This is an optimization exercise on Yosys and OpenROAD, whose aim is small area, not a production implementation.
In this exercise RTL edits were held to simulation tests only and were not proved equivalent to the original.
Power and IR drop assume default switching activity.

===== config.mk =====
export PLATFORM = sky130hd
export DESIGN_NAME = Round
export DESIGN_NICKNAME = Round
export VERILOG_FILES = /design/flow/design.v
export SDC_FILE = /design/flow/constraint.sdc
export NUM_CORES = 8
export LEC_CHECK = 0
export CAP_MARGIN = 20
export CORE_MARGIN = 2
export CORE_UTILIZATION = 40
export SLEW_MARGIN = 20

===== design.v =====
module decode_2t4 (
    input en,
    input wire[1:0] a,
    output reg[3:0] b
);
always @(*) begin
    if(en==0) b <= 4'd0;
    else begin
        case (a)
            2'd0 : b <= 4'b0001;
            2'd1 : b <= 4'b0010;
            2'd2 : b <= 4'b0100;
            2'd3 : b <= 4'b1000;
        endcase
    end
end
endmodule
module decode_3t8 (
    input en,
    input wire[2:0] a,
    output reg[7:0] b
);
always @(*) begin
    if(en==0) b <= 8'd0;
    else begin
    case (a)
        3'd0 : b <= 8'b0000_0001;
        3'd1 : b <= 8'b0000_0010;
        3'd2 : b <= 8'b0000_0100;
        3'd3 : b <= 8'b0000_1000;
        3'd4 : b <= 8'b0001_0000;
        3'd5 : b <= 8'b0010_0000;
        3'd6 : b <= 8'b0100_0000;
        3'd7 : b <= 8'b1000_0000;
    endcase
    end
end
endmodule
module button_state (
    input key,             
    input CLOCK_50,
    input rst,             
    output reg[1:0] state
);
reg en;
reg[15:0] count;     
always @(posedge CLOCK_50) begin
    if(rst)
        en <= 0;
    else if(key == 0)
        en <= 1;
    else en <= 0;
end
always @(posedge CLOCK_50) begin
    if(rst) begin
        count <= 0;
        state <= 2'b00;
    end
    else if(!en) begin
        if(count > 16'd12207) begin      
            state <= 2'b10;
            count <= 0;
        end
        else if(count > 16'd244) begin    
            state <= 2'b01;
            count <= 0;
        end
        else begin
            count <= 0;
            state <= 2'b00;
        end 
    end
    else begin
        count <= count + 1;
        state <= 2'b00;
    end
end
endmodule
module control (
    input CLOCK_50,              
    input rst,                   
    input wire[6:0] keys,        
    output reg[7:0] leds,        
    output reg[3:0] enable       
);
wire[1:0] key0_state;
button_state button_u0(
    .CLOCK_50(CLOCK_50),
    .rst(rst),
    .key(keys[0]),
    .state(key0_state)
);
wire[1:0] key1_state;
button_state button_u1(
    .CLOCK_50(CLOCK_50),
    .rst(rst),
    .key(keys[1]),
    .state(key1_state)
);
wire[1:0] key2_state;
button_state button_u2(
    .CLOCK_50(CLOCK_50),
    .rst(rst),
    .key(keys[2]),
    .state(key2_state)
);
reg[1:0] which;  
wire[3:0] which_en;
decode_2t4 decode_2t4_u1(
    .en(1'b1),
    .a(which),
    .b(which_en)
);
always @(posedge CLOCK_50) begin
    if(rst) begin
        which <= 2'd0;
        enable <= 4'd0;
        end
    else if(key0_state[1]) begin      
        enable <= 4'd0;
        end
    else if(enable == 4'd0) begin
            if(key0_state[0]) begin  
                which <= which - 1;
            end
            else if(key1_state[0]) begin  
                which <= which + 1;
            end
            else if(key2_state[0]) begin  
                enable <= which_en;
            end
        end
    else enable <= enable;
end
reg[13:0] count;  
always @(posedge CLOCK_50) begin
    if(rst) count <= 0;
    else count <= count + 1;
end
always @(*) begin
    leds[7:4] <= 4'd0;       
    if(enable==4'd0) begin
        leds[3:0] <= which_en & {count[12],count[12],count[12],count[12]};
    end
    else leds[3:0] <= which_en;
end
endmodule
module utility_1 (
    input en,
    input wire[6:0] keys,
    output reg[4:0] row,
    output reg[6:0] column
);
always @(*) begin
    if(en)  begin
        column <= 7'b1111111;
        row <= {keys[0],keys[1],keys[2],keys[3],keys[4]};
    end
    else begin
        column <= 0;
        row <= 0;
    end
end
endmodule
module scanlight (
    input en,
    input CLOCK_50,
    input rst,       
    output reg[4:0] row,
    output reg[6:0] column
);
reg[13:0] count; 
wire[7:0] wire_column;
always @(*) begin
    column <= wire_column[6:0];
end
decode_3t8 decode_3t8_column(
    .en(en),
    .a(count[13:11]),
    .b(wire_column)
);
reg[3:0] count_row;  
wire[13:0] count_next = (en == 0) ? 14'd0 : count + 14'd1;
always @(posedge CLOCK_50) begin
    if(rst)
        count_row <= 4'd0;
    else if(count[13] && !count_next[13]) begin
        if(count_row > 4'd4)
            count_row <= 4'd0;
        else count_row <= count_row + 1;
    end
end
wire[7:0] wire_row;
decode_3t8 decode_3t8_row(
    .en(en),
    .a(count_row),
    .b(wire_row)
);
always @(*) begin
    row <= wire_row[4:0];
end
always @(posedge CLOCK_50) begin
    if(rst)
        count <= 0;
    else
        count <= count_next;
end
endmodule
module descan (
    input wire[2:0] num_row,
    input wire[2:0] num_column,
    output reg[34:0] ens
);
always @(*) begin
    if(num_row == 3'd0 && num_column == 3'd0)
        ens <= 35'b0000000_0000000_0000000_0000000_0000001;
    else if(num_row == 3'd0 && num_column == 3'd1)
        ens <= 35'b0000000_0000000_0000000_0000000_0000010;
    else if(num_row == 3'd0 && num_column == 3'd2)
        ens <= 35'b0000000_0000000_0000000_0000000_0000100;
    else if(num_row == 3'd0 && num_column == 3'd3)
        ens <= 35'b0000000_0000000_0000000_0000000_0001000;
    else if(num_row == 3'd0 && num_column == 3'd4)
        ens <= 35'b0000000_0000000_0000000_0000000_0010000;
    else if(num_row == 3'd0 && num_column == 3'd5)
        ens <= 35'b0000000_0000000_0000000_0000000_0100000;
    else if(num_row == 3'd0 && num_column == 3'd6)
        ens <= 35'b0000000_0000000_0000000_0000000_1000000;
    else if(num_row == 3'd1 && num_column == 3'd0)
        ens <= 35'b0000000_0000000_0000000_0000001_0000000;
    else if(num_row == 3'd1 && num_column == 3'd1)
        ens <= 35'b0000000_0000000_0000000_0000010_0000000;
    else if(num_row == 3'd1 && num_column == 3'd2)
        ens <= 35'b0000000_0000000_0000000_0000100_0000000;
    else if(num_row == 3'd1 && num_column == 3'd3)
        ens <= 35'b0000000_0000000_0000000_0001000_0000000;
    else if(num_row == 3'd1 && num_column == 3'd4)
        ens <= 35'b0000000_0000000_0000000_0010000_0000000;
    else if(num_row == 3'd1 && num_column == 3'd5)
        ens <= 35'b0000000_0000000_0000000_0100000_0000000;
    else if(num_row == 3'd1 && num_column == 3'd6)
        ens <= 35'b0000000_0000000_0000000_1000000_0000000;
    else if(num_row == 3'd2 && num_column == 3'd0)
        ens <= 35'b0000000_0000000_0000001_0000000_0000000;
    else if(num_row == 3'd2 && num_column == 3'd1)
        ens <= 35'b0000000_0000000_0000010_0000000_0000000;
    else if(num_row == 3'd2 && num_column == 3'd2)
        ens <= 35'b0000000_0000000_0000100_0000000_0000000;
    else if(num_row == 3'd2 && num_column == 3'd3)
        ens <= 35'b0000000_0000000_0001000_0000000_0000000;
    else if(num_row == 3'd2 && num_column == 3'd4)
        ens <= 35'b0000000_0000000_0010000_0000000_0000000;
    else if(num_row == 3'd2 && num_column == 3'd5)
        ens <= 35'b0000000_0000000_0100000_0000000_0000000;
    else if(num_row == 3'd2 && num_column == 3'd6)
        ens <= 35'b0000000_0000000_1000000_0000000_0000000;
    else if(num_row == 3'd3 && num_column == 3'd0)
        ens <= 35'b0000000_0000001_0000000_0000000_0000000;
    else if(num_row == 3'd3 && num_column == 3'd1)
        ens <= 35'b0000000_0000010_0000000_0000000_0000000;
    else if(num_row == 3'd3 && num_column == 3'd2)
        ens <= 35'b0000000_0000100_0000000_0000000_0000000;
    else if(num_row == 3'd3 && num_column == 3'd3)
        ens <= 35'b0000000_0001000_0000000_0000000_0000000;
    else if(num_row == 3'd3 && num_column == 3'd4)
        ens <= 35'b0000000_0010000_0000000_0000000_0000000;
    else if(num_row == 3'd3 && num_column == 3'd5)
        ens <= 35'b0000000_0100000_0000000_0000000_0000000;
    else if(num_row == 3'd3 && num_column == 3'd6)
        ens <= 35'b0000000_1000000_0000000_0000000_0000000;
    else if(num_row == 3'd4 && num_column == 3'd0)
        ens <= 35'b0000001_0000000_0000000_0000000_0000000;
    else if(num_row == 3'd4 && num_column == 3'd1)
        ens <= 35'b0000010_0000000_0000000_0000000_0000000;
    else if(num_row == 3'd4 && num_column == 3'd2)
        ens <= 35'b0000100_0000000_0000000_0000000_0000000;
    else if(num_row == 3'd4 && num_column == 3'd3)
        ens <= 35'b0001000_0000000_0000000_0000000_0000000;
    else if(num_row == 3'd4 && num_column == 3'd4)
        ens <= 35'b0010000_0000000_0000000_0000000_0000000;
    else if(num_row == 3'd4 && num_column == 3'd5)
        ens <= 35'b0100000_0000000_0000000_0000000_0000000;
    else if(num_row == 3'd4 && num_column == 3'd6)
        ens <= 35'b1000000_0000000_0000000_0000000_0000000;
    else ens <= 0;
end
endmodule
module scan_en (
    input CLOCK_50,
    input rst,       
    input wire[34:0] ens,
    output reg[4:0] row,
    output reg[6:0] column
);
reg[13:0] freq;   
wire[13:0] freq_next = freq + 14'd1;
always @(posedge CLOCK_50) begin
    if(rst) freq <= 0;
    else freq <= freq_next;
end
reg[5:0] count_35;   
always @(posedge CLOCK_50) begin
    if(rst)
        count_35 <= 0;
    else if(!freq[2] && freq_next[2]) begin
        if(count_35 > 6'd33)
            count_35 <= 0;
        else count_35 <= count_35 + 1;
    end
end
always @(*) begin
    case (count_35)
        6'd0 : begin
            row     <= {1'b0,1'b0,1'b0,1'b0,ens[0]};
            column  <= {1'b0,1'b0,1'b0,1'b0,1'b0,1'b0,ens[0]};
        end
        6'd1 : begin
            row     <= {1'b0,1'b0,1'b0,1'b0,ens[1]};
            column  <= {1'b0,1'b0,1'b0,1'b0,1'b0,ens[1],1'b0};
        end
        6'd2 : begin
            row     <= {1'b0,1'b0,1'b0,1'b0,ens[2]};
            column  <= {1'b0,1'b0,1'b0,1'b0,ens[2],1'b0,1'b0};
        end
        6'd3 : begin
            row     <= {1'b0,1'b0,1'b0,1'b0,ens[3]};
            column  <= {1'b0,1'b0,1'b0,ens[3],1'b0,1'b0,1'b0};
        end
        6'd4 : begin
            row     <= {1'b0,1'b0,1'b0,1'b0,ens[4]};
            column  <= {1'b0,1'b0,ens[4],1'b0,1'b0,1'b0,1'b0};
        end
        6'd5 : begin
            row     <= {1'b0,1'b0,1'b0,1'b0,ens[5]};
            column  <= {1'b0,ens[5],1'b0,1'b0,1'b0,1'b0,1'b0};
        end
        6'd6 : begin
            row     <= {1'b0,1'b0,1'b0,1'b0,ens[6]};
            column  <= {ens[6],1'b0,1'b0,1'b0,1'b0,1'b0,1'b0};
        end
        6'd7 : begin
            row     <= {1'b0,1'b0,1'b0,ens[7],1'b0};
            column  <= {1'b0,1'b0,1'b0,1'b0,1'b0,1'b0,ens[7]};
        end
        6'd8 : begin
            row     <= {1'b0,1'b0,1'b0,ens[8],1'b0};
            column  <= {1'b0,1'b0,1'b0,1'b0,1'b0,ens[8],1'b0};
        end
        6'd9 : begin
            row     <= {1'b0,1'b0,1'b0,ens[9],1'b0};
            column  <= {1'b0,1'b0,1'b0,1'b0,ens[9],1'b0,1'b0};
        end
        6'd10 : begin
            row     <= {1'b0,1'b0,1'b0,ens[10],1'b0};
            column  <= {1'b0,1'b0,1'b0,ens[10],1'b0,1'b0,1'b0};
        end
        6'd11 : begin
            row     <= {1'b0,1'b0,1'b0,ens[11],1'b0};
            column  <= {1'b0,1'b0,ens[11],1'b0,1'b0,1'b0,1'b0};
        end
        6'd12 : begin
            row     <= {1'b0,1'b0,1'b0,ens[12],1'b0};
            column  <= {1'b0,ens[12],1'b0,1'b0,1'b0,1'b0,1'b0};
        end
        6'd13 : begin
            row     <= {1'b0,1'b0,1'b0,ens[13],1'b0};
            column  <= {ens[13],1'b0,1'b0,1'b0,1'b0,1'b0,1'b0};
        end
        6'd14 : begin
            row     <= {1'b0,1'b0,ens[14],1'b0,1'b0};
            column  <= {1'b0,1'b0,1'b0,1'b0,1'b0,1'b0,ens[14]};
        end
        6'd15 : begin
            row     <= {1'b0,1'b0,ens[15],1'b0,1'b0};
            column  <= {1'b0,1'b0,1'b0,1'b0,1'b0,ens[15],1'b0};
        end
        6'd16 : begin
            row     <= {1'b0,1'b0,ens[16],1'b0,1'b0};
            column  <= {1'b0,1'b0,1'b0,1'b0,ens[16],1'b0,1'b0};
        end
        6'd17 : begin
            row     <= {1'b0,1'b0,ens[17],1'b0,1'b0};
            column  <= {1'b0,1'b0,1'b0,ens[17],1'b0,1'b0,1'b0};
        end
        6'd18 : begin
            row     <= {1'b0,1'b0,ens[18],1'b0,1'b0};
            column  <= {1'b0,1'b0,ens[18],1'b0,1'b0,1'b0,1'b0};
        end
        6'd19 : begin
            row     <= {1'b0,1'b0,ens[19],1'b0,1'b0};
            column  <= {1'b0,ens[19],1'b0,1'b0,1'b0,1'b0,1'b0};
        end
        6'd20 : begin
            row     <= {1'b0,1'b0,ens[20],1'b0,1'b0};
            column  <= {ens[20],1'b0,1'b0,1'b0,1'b0,1'b0,1'b0};
        end
        6'd21 : begin
            row     <= {1'b0,ens[21],1'b0,1'b0,1'b0};
            column  <= {1'b0,1'b0,1'b0,1'b0,1'b0,1'b0,ens[21]};
        end
        6'd22 : begin
            row     <= {1'b0,ens[22],1'b0,1'b0,1'b0};
            column  <= {1'b0,1'b0,1'b0,1'b0,1'b0,ens[22],1'b0};
        end
        6'd23 : begin
            row     <= {1'b0,ens[23],1'b0,1'b0,1'b0};
            column  <= {1'b0,1'b0,1'b0,1'b0,ens[23],1'b0,1'b0};
        end
        6'd24 : begin
            row     <= {1'b0,ens[24],1'b0,1'b0,1'b0};
            column  <= {1'b0,1'b0,1'b0,ens[24],1'b0,1'b0,1'b0};
        end
        6'd25 : begin
            row     <= {1'b0,ens[25],1'b0,1'b0,1'b0};
            column  <= {1'b0,1'b0,ens[25],1'b0,1'b0,1'b0,1'b0};
        end
        6'd26 : begin
            row     <= {1'b0,ens[26],1'b0,1'b0,1'b0};
            column  <= {1'b0,ens[26],1'b0,1'b0,1'b0,1'b0,1'b0};
        end
        6'd27 : begin
            row     <= {1'b0,ens[27],1'b0,1'b0,1'b0};
            column  <= {ens[27],1'b0,1'b0,1'b0,1'b0,1'b0,1'b0};
        end
        6'd28 : begin
            row     <= {ens[28],1'b0,1'b0,1'b0,1'b0};
            column  <= {1'b0,1'b0,1'b0,1'b0,1'b0,1'b0,ens[28]};
        end
        6'd29 : begin
            row     <= {ens[29],1'b0,1'b0,1'b0,1'b0};
            column  <= {1'b0,1'b0,1'b0,1'b0,1'b0,ens[29],1'b0};
        end
        6'd30 : begin
            row     <= {ens[30],1'b0,1'b0,1'b0,1'b0};
            column  <= {1'b0,1'b0,1'b0,1'b0,ens[30],1'b0,1'b0};
        end
        6'd31 : begin
            row     <= {ens[31],1'b0,1'b0,1'b0,1'b0};
            column  <= {1'b0,1'b0,1'b0,ens[31],1'b0,1'b0,1'b0};
        end
        6'd32 : begin
            row     <= {ens[32],1'b0,1'b0,1'b0,1'b0};
            column  <= {1'b0,1'b0,ens[32],1'b0,1'b0,1'b0,1'b0};
        end
        6'd33 : begin
            row     <= {ens[33],1'b0,1'b0,1'b0,1'b0};
            column  <= {1'b0,ens[33],1'b0,1'b0,1'b0,1'b0,1'b0};
        end
        6'd34 : begin
            row     <= {ens[34],1'b0,1'b0,1'b0,1'b0};
            column  <= {ens[34],1'b0,1'b0,1'b0,1'b0,1'b0,1'b0};
        end
        default : begin      
            row     <= 5'd0;
            column  <= 7'd0;
        end
    endcase
end
endmodule
module display_pic (
    input en,
    input CLOCK_50,
    input rst,       
    input edit,
    input wire[34:0] ens_storage,
    input wire[34:0] ens_cursor,
    output reg[4:0] row,
    output reg[6:0] column
);
wire[4:0] row_wire;
wire[6:0] column_wire;
reg[34:0] input_wire;
always @(*) begin
    row <= row_wire;
    column <= column_wire;
end
scan_en scan_en_u1(
    .CLOCK_50(CLOCK_50),
    .rst(rst),
    .ens(input_wire),
    .row(row_wire),
    .column(column_wire)
);
reg[13:0] count;     
always @(posedge CLOCK_50) begin
    if(rst) count <= 0;
    else count <= count + 1;
end
always @(*) begin
    if(!en) begin
        input_wire <= 0;
    end
    else if(!edit) begin
        input_wire <= ens_storage;
    end
    else begin
        input_wire <= ens_storage | (ens_cursor & {35{count[12]}});
    end
end
endmodule
module select_state (
    input en,            
    input CLOCK_50,
    input rst,           
    input wire[4:1] keys,
    output reg edit,
    output reg[34:0] ens_cursor,
    output reg place
);
wire[1:0] key1_state;
button_state picture_key1(
    .key(keys[1]),
    .CLOCK_50(CLOCK_50),
    .rst(rst),
    .state(key1_state)
);
wire[1:0] key2_state;
button_state picture_key2(
    .key(keys[2]),
    .CLOCK_50(CLOCK_50),
    .rst(rst),
    .state(key2_state)
);
wire[1:0] key3_state;
button_state picture_key3(
    .key(keys[3]),
    .CLOCK_50(CLOCK_50),
    .rst(rst),
    .state(key3_state)
);
wire[1:0] key4_state;
button_state picture_key4(
    .key(keys[4]),
    .CLOCK_50(CLOCK_50),
    .rst(rst),
    .state(key4_state)
);
always @(posedge CLOCK_50) begin
    if(rst) begin
        edit <= 0;
    end
    else if(!en) begin
        edit <= 0;
    end
    else begin
        if(key1_state[1])
            edit <= ~edit;
    end
end
reg[2:0] cursor_c; 
reg[2:0] cursor_r; 
wire[34:0] ens_cursor_wire;
always @(*) begin
    ens_cursor <= ens_cursor_wire;
end
descan descan_u1(
    .num_row(cursor_r),
    .num_column(cursor_c),
    .ens(ens_cursor_wire)
);
reg shift;
always @(posedge CLOCK_50) begin
    if(rst)
        shift <= 0;
    else if(en&&edit&&key1_state[0])
        shift <= ~shift;
end
always @(posedge CLOCK_50) begin
    if(rst) begin
        cursor_r <= 0;
        cursor_c <= 0;
    end
    else if(en&&edit&&shift&&key3_state[0]&&(cursor_r > 3'd3)) begin
        cursor_r <= 0;
    end
    else if(en&&edit&&(!shift)&&key3_state[0]&&(cursor_c == 3'd6)) begin
        cursor_c <= 0;
    end
    else if(en&&edit&&shift&&key2_state[0]&&(cursor_r == 0)) begin
        cursor_r <= 3'd4;
    end
    else if(en&&edit&&(!shift)&&key2_state[0]&&(cursor_c == 0)) begin
        cursor_c <= 3'd6;
    end
    else if(en&&edit&&shift&&key3_state[0]) begin
        cursor_r <= cursor_r + 1;
    end
    else if(en&&edit&&shift&&key2_state[0]) begin
        cursor_r <= cursor_r - 1;
    end
    else if(en&&edit&&(!shift)&&key3_state[0]) begin
        cursor_c <= cursor_c + 1;
    end
    else if(en&&edit&&(!shift)&&key2_state[0]) begin
        cursor_c <= cursor_c - 1;
    end
    else if(en&&edit) begin
        cursor_r <= cursor_r;
        cursor_c <= cursor_c;
    end
    else begin
        cursor_r <= 0;
        cursor_c <= 0;
    end
end
always @(posedge CLOCK_50) begin
    if(rst) begin
        place <= 0;
    end
    else if(en&&edit&&key4_state[0]) begin
        place <= 1;
    end
    else place <= 0;
end
endmodule
module picture_plus (
    input en,
    input CLOCK_50,
    input rst,       
    input wire[4:1] key,  
    output reg led_edit,
    output reg[4:0] row,
    output reg[6:0] column
);
reg[34:0] ens_storage;
wire edit;
wire[34:0] ens_cursor;
wire place;
select_state select_state_u1(
    .en(en),
    .CLOCK_50(CLOCK_50),
    .rst(rst),
    .keys(key),
    .edit(edit),
    .place(place),
    .ens_cursor(ens_cursor)
);
wire[4:0] row_wire;
wire[6:0] column_wire;
always @(*) begin
    row <= row_wire;
    column <= column_wire;
end
display_pic display_pic_u1(
    .en(en),
    .CLOCK_50(CLOCK_50),
    .rst(rst),
    .edit(edit),
    .ens_storage(ens_storage),
    .ens_cursor(ens_cursor),
    .row(row_wire),
    .column(column_wire)
);
always @(posedge CLOCK_50) begin
    if(rst)
        ens_storage <= 35'd0;
    else if(en&&edit&&place) begin
        if(ens_storage==(ens_storage|ens_cursor))
            ens_storage <= ens_storage - ens_cursor;
        else ens_storage <= ens_storage + ens_cursor;
    end
    else ens_storage <= ens_storage;
end
reg[13:0] countToLed;    
always @(posedge CLOCK_50) begin
    if(rst)
        countToLed <= 0;
    else if(en&&edit) 
        countToLed <= countToLed + 1;
    else countToLed <= 0;
end
always @(*) begin
    if(en&&edit)
        led_edit <= countToLed[12];
    else led_edit <= 0;
end
endmodule
module gif (
    input en,
    input CLOCK_50,
    input rst,       
    input wire[6:1] keys,
    output reg[7:4] leds,        
    output reg[4:0] row,
    output reg[6:0] column
);
reg[2:0] choice;
always @(*) begin
    if(en) leds[6:4] <= choice;
    else leds[6:4] <= 0;
end
wire[7:0] pic_en;
decode_3t8 decode_3t8_gifu1(
    .en(en),
    .a(choice),
    .b(pic_en)
);
wire[7:0] led_edit;
wire[4:0] row_wire_0,row_wire_1,row_wire_2,row_wire_3,row_wire_4,row_wire_5,row_wire_6,row_wire_7;
wire[6:0] column_wire_0,column_wire_1,column_wire_2,column_wire_3,column_wire_4,column_wire_5,column_wire_6,column_wire_7;
always @(*) begin
    leds[7] <= | led_edit;
    row <= row_wire_0|row_wire_1|row_wire_2|row_wire_3|row_wire_4|row_wire_5|row_wire_6|row_wire_7;
    column <= column_wire_0|column_wire_1|column_wire_2|column_wire_3|column_wire_4|column_wire_5|column_wire_6|column_wire_7;
end
picture_plus gif_pic_0(
    .en(pic_en[0]),
    .CLOCK_50(CLOCK_50),
    .rst(rst),
    .key(keys[4:1]),
    .led_edit(led_edit[0]),
    .row(row_wire_0),
    .column(column_wire_0)
);
picture_plus gif_pic_1(
    .en(pic_en[1]),
    .CLOCK_50(CLOCK_50),
    .rst(rst),
    .key(keys[4:1]),
    .led_edit(led_edit[1]),
    .row(row_wire_1),
    .column(column_wire_1)
);
picture_plus gif_pic_2(
    .en(pic_en[2]),
    .CLOCK_50(CLOCK_50),
    .rst(rst),
    .key(keys[4:1]),
    .led_edit(led_edit[2]),
    .row(row_wire_2),
    .column(column_wire_2)
);
picture_plus gif_pic_3(
    .en(pic_en[3]),
    .CLOCK_50(CLOCK_50),
    .rst(rst),
    .key(keys[4:1]),
    .led_edit(led_edit[3]),
    .row(row_wire_3),
    .column(column_wire_3)
);
picture_plus gif_pic_4(
    .en(pic_en[4]),
    .CLOCK_50(CLOCK_50),
    .rst(rst),
    .key(keys[4:1]),
    .led_edit(led_edit[4]),
    .row(row_wire_4),
    .column(column_wire_4)
);
picture_plus gif_pic_5(
    .en(pic_en[5]),
    .CLOCK_50(CLOCK_50),
    .rst(rst),
    .key(keys[4:1]),
    .led_edit(led_edit[5]),
    .row(row_wire_5),
    .column(column_wire_5)
);
picture_plus gif_pic_6(
    .en(pic_en[6]),
    .CLOCK_50(CLOCK_50),
    .rst(rst),
    .key(keys[4:1]),
    .led_edit(led_edit[6]),
    .row(row_wire_6),
    .column(column_wire_6)
);
picture_plus gif_pic_7(
    .en(pic_en[7]),
    .CLOCK_50(CLOCK_50),
    .rst(rst),
    .key(keys[4:1]),
    .led_edit(led_edit[7]),
    .row(row_wire_7),
    .column(column_wire_7)
);
wire[1:0] k5_state,k6_state;
button_state gif_button_k5(
    .key(keys[5]),
    .CLOCK_50(CLOCK_50),
    .rst(rst),
    .state(k5_state)
);
button_state gif_button_k6(
    .key(keys[6]),
    .CLOCK_50(CLOCK_50),
    .rst(rst),
    .state(k6_state)
);
reg[13:0] count_gif;     
reg run; 
reg add,sub,clr;
reg drive;
always @(*) begin
    if(run) begin
        drive <= count_gif[10];
    end
    else drive <= add || sub || clr;
end
wire[13:0] count_gif_next = run ? count_gif + 14'd1 : 14'd0;
reg run_next, add_next, sub_next, clr_next;
always @(*) begin
    run_next = run;
    add_next = add;
    sub_next = sub;
    clr_next = clr;
    if(en&&k5_state[1]) begin    
        clr_next = 1;
        run_next = 0;
    end
    else if(en&&k6_state[1]) begin   
        run_next = 1;
    end
    else if(!run&&en&&k6_state[0]) begin  
        add_next = 1;
        sub_next = 0;
        clr_next = 0;
    end
    else if(!run&&en&&k5_state[0]) begin  
        add_next = 0;
        sub_next = 1;
        clr_next = 0;
    end
    else if(run&&en) begin
        run_next = 1;
        add_next = 0;
        sub_next = 0;
        clr_next = 0;
    end
    else begin
        run_next = 0;
        add_next = 0;
        sub_next = 0;
        clr_next = 0;
    end
end
wire drive_next = run_next ? count_gif_next[10] : (add_next || sub_next || clr_next);
always @(posedge CLOCK_50) begin
    if(rst) begin
        count_gif <= 0;
        run <= 0;
        add <= 0;
        sub <= 0;
        clr <= 0;
    end
    else begin
        count_gif <= count_gif_next;
        run <= run_next;
        add <= add_next;
        sub <= sub_next;
        clr <= clr_next;
    end
end
always @(posedge CLOCK_50) begin
    if(rst) begin
        choice <= 0;
    end
    else if(!drive && drive_next) begin
        if(run_next) begin
            choice <= choice + 1;
        end
        else if(clr_next) begin
            choice <= 0;
        end
        else if(add_next) begin
            choice <= choice + 1;
        end
        else if(sub_next) begin
            choice <= choice - 1;
        end
    end
end
endmodule
module Round (
    input CLOCK_50,
    input rst,                   
    input wire[6:0] keys,
    output reg[7:0] leds,
    output reg[4:0] row,
    output reg[6:0] column
);
wire[7:0] led_wire;
wire[3:0] en_wire;
always @(*) begin
    leds <= {led7_pic||led_wire[7]||leds_gif[7],led_wire[6:4]|leds_gif[6:4],led_wire[3:0]};
end
control control_u(
    .CLOCK_50(CLOCK_50),
    .rst(rst),
    .keys(keys),
    .leds(led_wire),
    .enable(en_wire)
);
wire[4:0] row_wire;
wire[6:0] column_wire;
always @(*) begin
    if(en_wire[0]) begin
        row <= row_wire;
        column <= column_wire;
    end
    else if(en_wire[1]) begin
        row <= row_wire_scan;
        column <= column_wire_scan;
    end
    else if(en_wire[2]) begin
        row <= row_wire_pic;
        column <= column_wire_pic;
    end
    else if(en_wire[3]) begin
        row <= row_wire_gif;
        column <= column_wire_gif;
    end
    else begin
        row <= 5'd0;
        column <= 7'd0;
    end
end
utility_1 utility_1_1(
    .en(en_wire[0]),
    .keys(keys),
    .row(row_wire),
    .column(column_wire)
);
wire[4:0] row_wire_scan;
wire[6:0] column_wire_scan;
scanlight scanlight_uti(
    .en(en_wire[1]),
    .CLOCK_50(CLOCK_50),
    .rst(rst),
    .row(row_wire_scan),
    .column(column_wire_scan)
);
wire[4:0] row_wire_pic;
wire[6:0] column_wire_pic;
wire led7_pic;
picture_plus picture_uti(
    .en(en_wire[2]),
    .CLOCK_50(CLOCK_50),
    .rst(rst),
    .key(keys[4:1]),
    .led_edit(led7_pic),
    .row(row_wire_pic),
    .column(column_wire_pic)
);
wire[4:0] row_wire_gif;
wire[6:0] column_wire_gif;
wire[7:4] leds_gif;
gif gif_last(
    .en(en_wire[3]),
    .CLOCK_50(CLOCK_50),
    .rst(rst),
    .keys(keys[6:1]),
    .leds(leds_gif),
    .row(row_wire_gif),
    .column(column_wire_gif)
);
endmodule

===== constraint.sdc =====
create_clock -name core_clock -period 20.0 [get_ports {CLOCK_50}]
set_input_delay 4.0000 -clock core_clock [delete_from_list [all_inputs] [get_ports {CLOCK_50}]]
set_output_delay 4.0000 -clock core_clock [all_outputs]
set_load 0.01 [all_outputs]

===== run.sh =====
#!/bin/bash
# synth_recipe.tcl (not shown) runs the flow's synth.tcl, then flattens the netlist and writes it again
# the make line also repeats each setting of config.mk as NAME=value (left out here)
make -C /OpenROAD-flow-scripts/flow DESIGN_CONFIG=/design/flow/config.mk WORK_HOME=/design/flow/orfs CLKGATE_MAP_FILE= SYNTH_SCRIPT=/design/flow/synth_recipe.tcl finish

==> summary.txt <==
[layer usage]
metal / vias up / routed length (microns)
met2: 3071 / 140500
met1: 43634 / 149600
met3: 713 / 23900
met4: 14 / 17010
met5: - / 137
li1: 45464 / -
[power by group]
group | internal (uW) | switching (uW) | total, uW
sequential | 3000 | 15.4 | 3010
clock | 2030 | 1410 | 3430
combinational | 28.6 | 80.1 | 109
[how the worst max path moves through the flow]
stage / startpoint / endpoint / cells past startpoint
detailed placement: gif_last.gif_pic_6.select_state_u1.cursor_c[2] / column[3] / 14
global placement: gif_last.gif_pic_2.select_state_u1.cursor_c[0] / row[2] / 14
CTS: gif_last.gif_pic_6.select_state_u1.cursor_c[2] / column[3] / 14
global route: gif_last.gif_pic_2.select_state_u1.cursor_r[0] / row[3] / 14
finish: gif_last.gif_pic_6.select_state_u1.cursor_c[2] / column[3] / 14
floorplan: keys[1] / row[3] / 1
[state kept, by name, summed over array words and instances, names as in the netlist, 35 cells and up, named ones only]
| register | cells |
|---|---|
| picture_uti.ens_storage | 35 |
| gif_last.gif_pic_7.ens_storage | 35 |
| gif_last.gif_pic_0.ens_storage | 35 |
| gif_last.gif_pic_3.ens_storage | 35 |
| gif_last.gif_pic_6.ens_storage | 35 |
| gif_last.gif_pic_1.ens_storage | 35 |
| gif_last.gif_pic_4.ens_storage | 35 |
| gif_last.gif_pic_5.ens_storage | 35 |
| gif_last.gif_pic_2.ens_storage | 35 |
[critical path, stage by stage (launching register included)]
cell and delay, ps:
dfxtp_1 980, inv_1 320, ha_1 600, or4_1 680
a22oi_1 260, nand2_1 90, nor2_1 240, and3_1 270
a21oi_1 130, nor3_1 400, a2111oi_0 150, o311ai_0 320
nor2_1 260, o21ai_0 920, clkdlybuf4s50_1 710
[cells in the mapped netlist (31+ instances only)]
cell / number
nand4_1: 206
and3_1: 226
xnor2_1: 406
inv_1: 478
or3_1: 303
o211ai_1: 104
nand2_1: 1342
a22oi_1: 39
a2111oi_0: 39
a31oi_1: 111
nand3b_1: 41
nor4_1: 135
and4_1: 31
a21boi_0: 44
and2_1: 132
a21o_1: 147
nor2b_1: 165
a211oi_1: 107
or2_2: 64
dfxtp_1: 1495
o21a_1: 80
or4_1: 74
o221ai_1: 32
clkbuf_1: 484
xor2_1: 518
a21oi_1: 1197
o22ai_1: 69
buf_1: 47
o21bai_1: 55
o31ai_1: 42
o21ai_0: 566
nand2b_1: 159
nor2_1: 1650
nor3_1: 432
nor3b_1: 55
nand3_1: 610
o2111ai_1: 31
ha_1: 597
[final cells by class]
cell class                      instances  area share [%]
Multi-Input combinational cell      10374           59.47
Sequential cell                      1495           28.17
Clock buffer                          239           4.697
Tap cell                             3185           3.751
Inverter                              481           1.704
Clock inverter                         76           1.172
Timing Repair Buffer                  131          0.9998
Antenna cell                           16         0.03768
[metrics by stage]
stage | util, % | setup slack (ps) | hold WS (ps)
after detailed placement | 41.52 | 9878 | 403.6
final | 44.13 | 8777 | 412.2
after global routing | 44.13 | 8501 | 429.3
after CTS | 44.11 | 8903 | 414.3
after global placement | 41.52 | 9857 | 398.5
after floorplan | - | 11690 | 389.6
[cells by family after synthesis]
kind of cell	Yosys count	share of synthesized area (%)
simple gates	5777	29.01
compound gates	3033	19.48
flops	1495	30.86
buf+inv	1034	4.047
xor+xnor	924	8.345
fa+ha+maj	606	7.888
mux	34	0.3716
==> summary.txt <==
post-route total power 6550 uW; Yosys warnings 14; HP Class register to register; EDFF count, synth 0; Syn Area/Cell 7.516 sq um; Synth top area share 30.86%; leakage power 0.03873 uW; Hold Crit Depth 1; Non-Filler Instances 15997; Post-synth ARST share 0%; DP HPWL 250200 microns; area leader, netlist dfxtp_1; Seq. cell area 29930 sq um; met3 capacity usage during global routing 4.402%; FF-to-FF Start gif_last.gif_pic_2.select_state_u1.cursor_r[0]; I/O pin total 29; Synth area leaders dfxtp_1 31%, ha_1 7.7%, nor2_1 6.4%; Area after DPL 99960 sq um; GR Util All Layers 25.91%; PD cells 61.65 nW/um^2; register area share after synthesis 30.86%; initial drt markers 9012; DR vias/cell 5.807; layout net count 13273; most frequent cells in the layout 1650 x nor2_1, 1494 x dfxtp_1, 1338 x nand2_1; H-tree levels 4; Worst Setup End Kind primary output; Die X 496.4 microns; multi-input logic area 63190 sq um; Final min period 11220 ps; first-pass GRT wire length 507800 microns; area growth from synthesis to layout 9.561%; cells after synthesis 12903; DRC viols 0; Final Cell Area 106200 sq um; number of buffers created by CTS 175; Inst Count DP 15666; Slew headroom 18.88%; routability cong. 1.070; Initial Util 40.28%; cts hold-fix bufs 0; maximum clock rate 89.10 MHz; CTS tree done; skew final 103.4 ps; antenna-violating nets left 0; Hold Violations, Final 0; CTS Sinks 1495; initial antenna violation count 21; GRT Residual Overflow 0; CP Max Fanout 32; Setup TNS 0 ps; final worst-path cycle share 56.11%; met1 Usage GRT 35.62%; Vias 92896; Max Cap Viol 0; mapped cell area 96980 sq um; clock latency (worst-skew pair) 880 ps; layout cells sized above 1 4.197%; pin count of the biggest net entering global routing 106; total wire length 331100 microns; Slew Viols, Final 0; R2R Setup Slk 11220 ps; Die Y 496.4 microns; RSZ-0062 raised after global routing no; DRT Pass-1 Iters 8; worst slew pin tran 1186 ps; core area 240800 sq um; Synth Flop Type dfxtp_1; Yosys reg bits 1495; Register-to-Register Path Depth 23; Critical Path RT 16000 ps; R2R Path End gif_last.gif_pic_2.ens_storage[34]; Critical Path Start Type register; Worst IR Drop VDD 0.07850 mV; maximum root-to-sink buffer count 3; grt peak-use layer met2; clock root buffer clkbuf_16; Die ar. 246400 sq um; Avg WL per Cell 20.70 microns; Port Buffer Count 28; Unique masters post-synth 106; Rows 180; status timing/DRC/antenna clean; # resized after CTS 0; setup bufs post-CTS 0; setup violators final 0; most common cell after layout, fill and taps aside nor2_1; vias in the first global route 84661; M2 GR Usage 39.49%; Setup CP Type register to primary output; Mapped Nets 13518; CP Data Arrival Time 7220 ps; Filler Cells Inserted 24431; Worst-path clk slew 60 ps

[static timing again, ports no longer ideal]
How much do the figures lean on ideal ports? The routed layout below was timed once more, with nothing changed but the port constraints.
Step 1, drivers: a clkbuf_16 drives CLOCK_50 and a buf_2 each remaining input, both assumed.
Step 2 times the ports against the registers' clock, not the clock port: input delays grow and output delays shrink by t, the midpoint of the rising clock arrivals with the driver on.
a / b / c = no drivers / after step 1 / after step 2; a / b = the first two.
shift t [ns]: 0.926
slack for setup (ns): 8.777 / 8.682 / 9.608
worst hold slack (ns): 0.412 / 0.412 / 0.412
After both steps setup and hold are still met in this run. For this run, drivers alone change the setup slack by -0.095 ns; drivers and shift together by +0.831 ns.
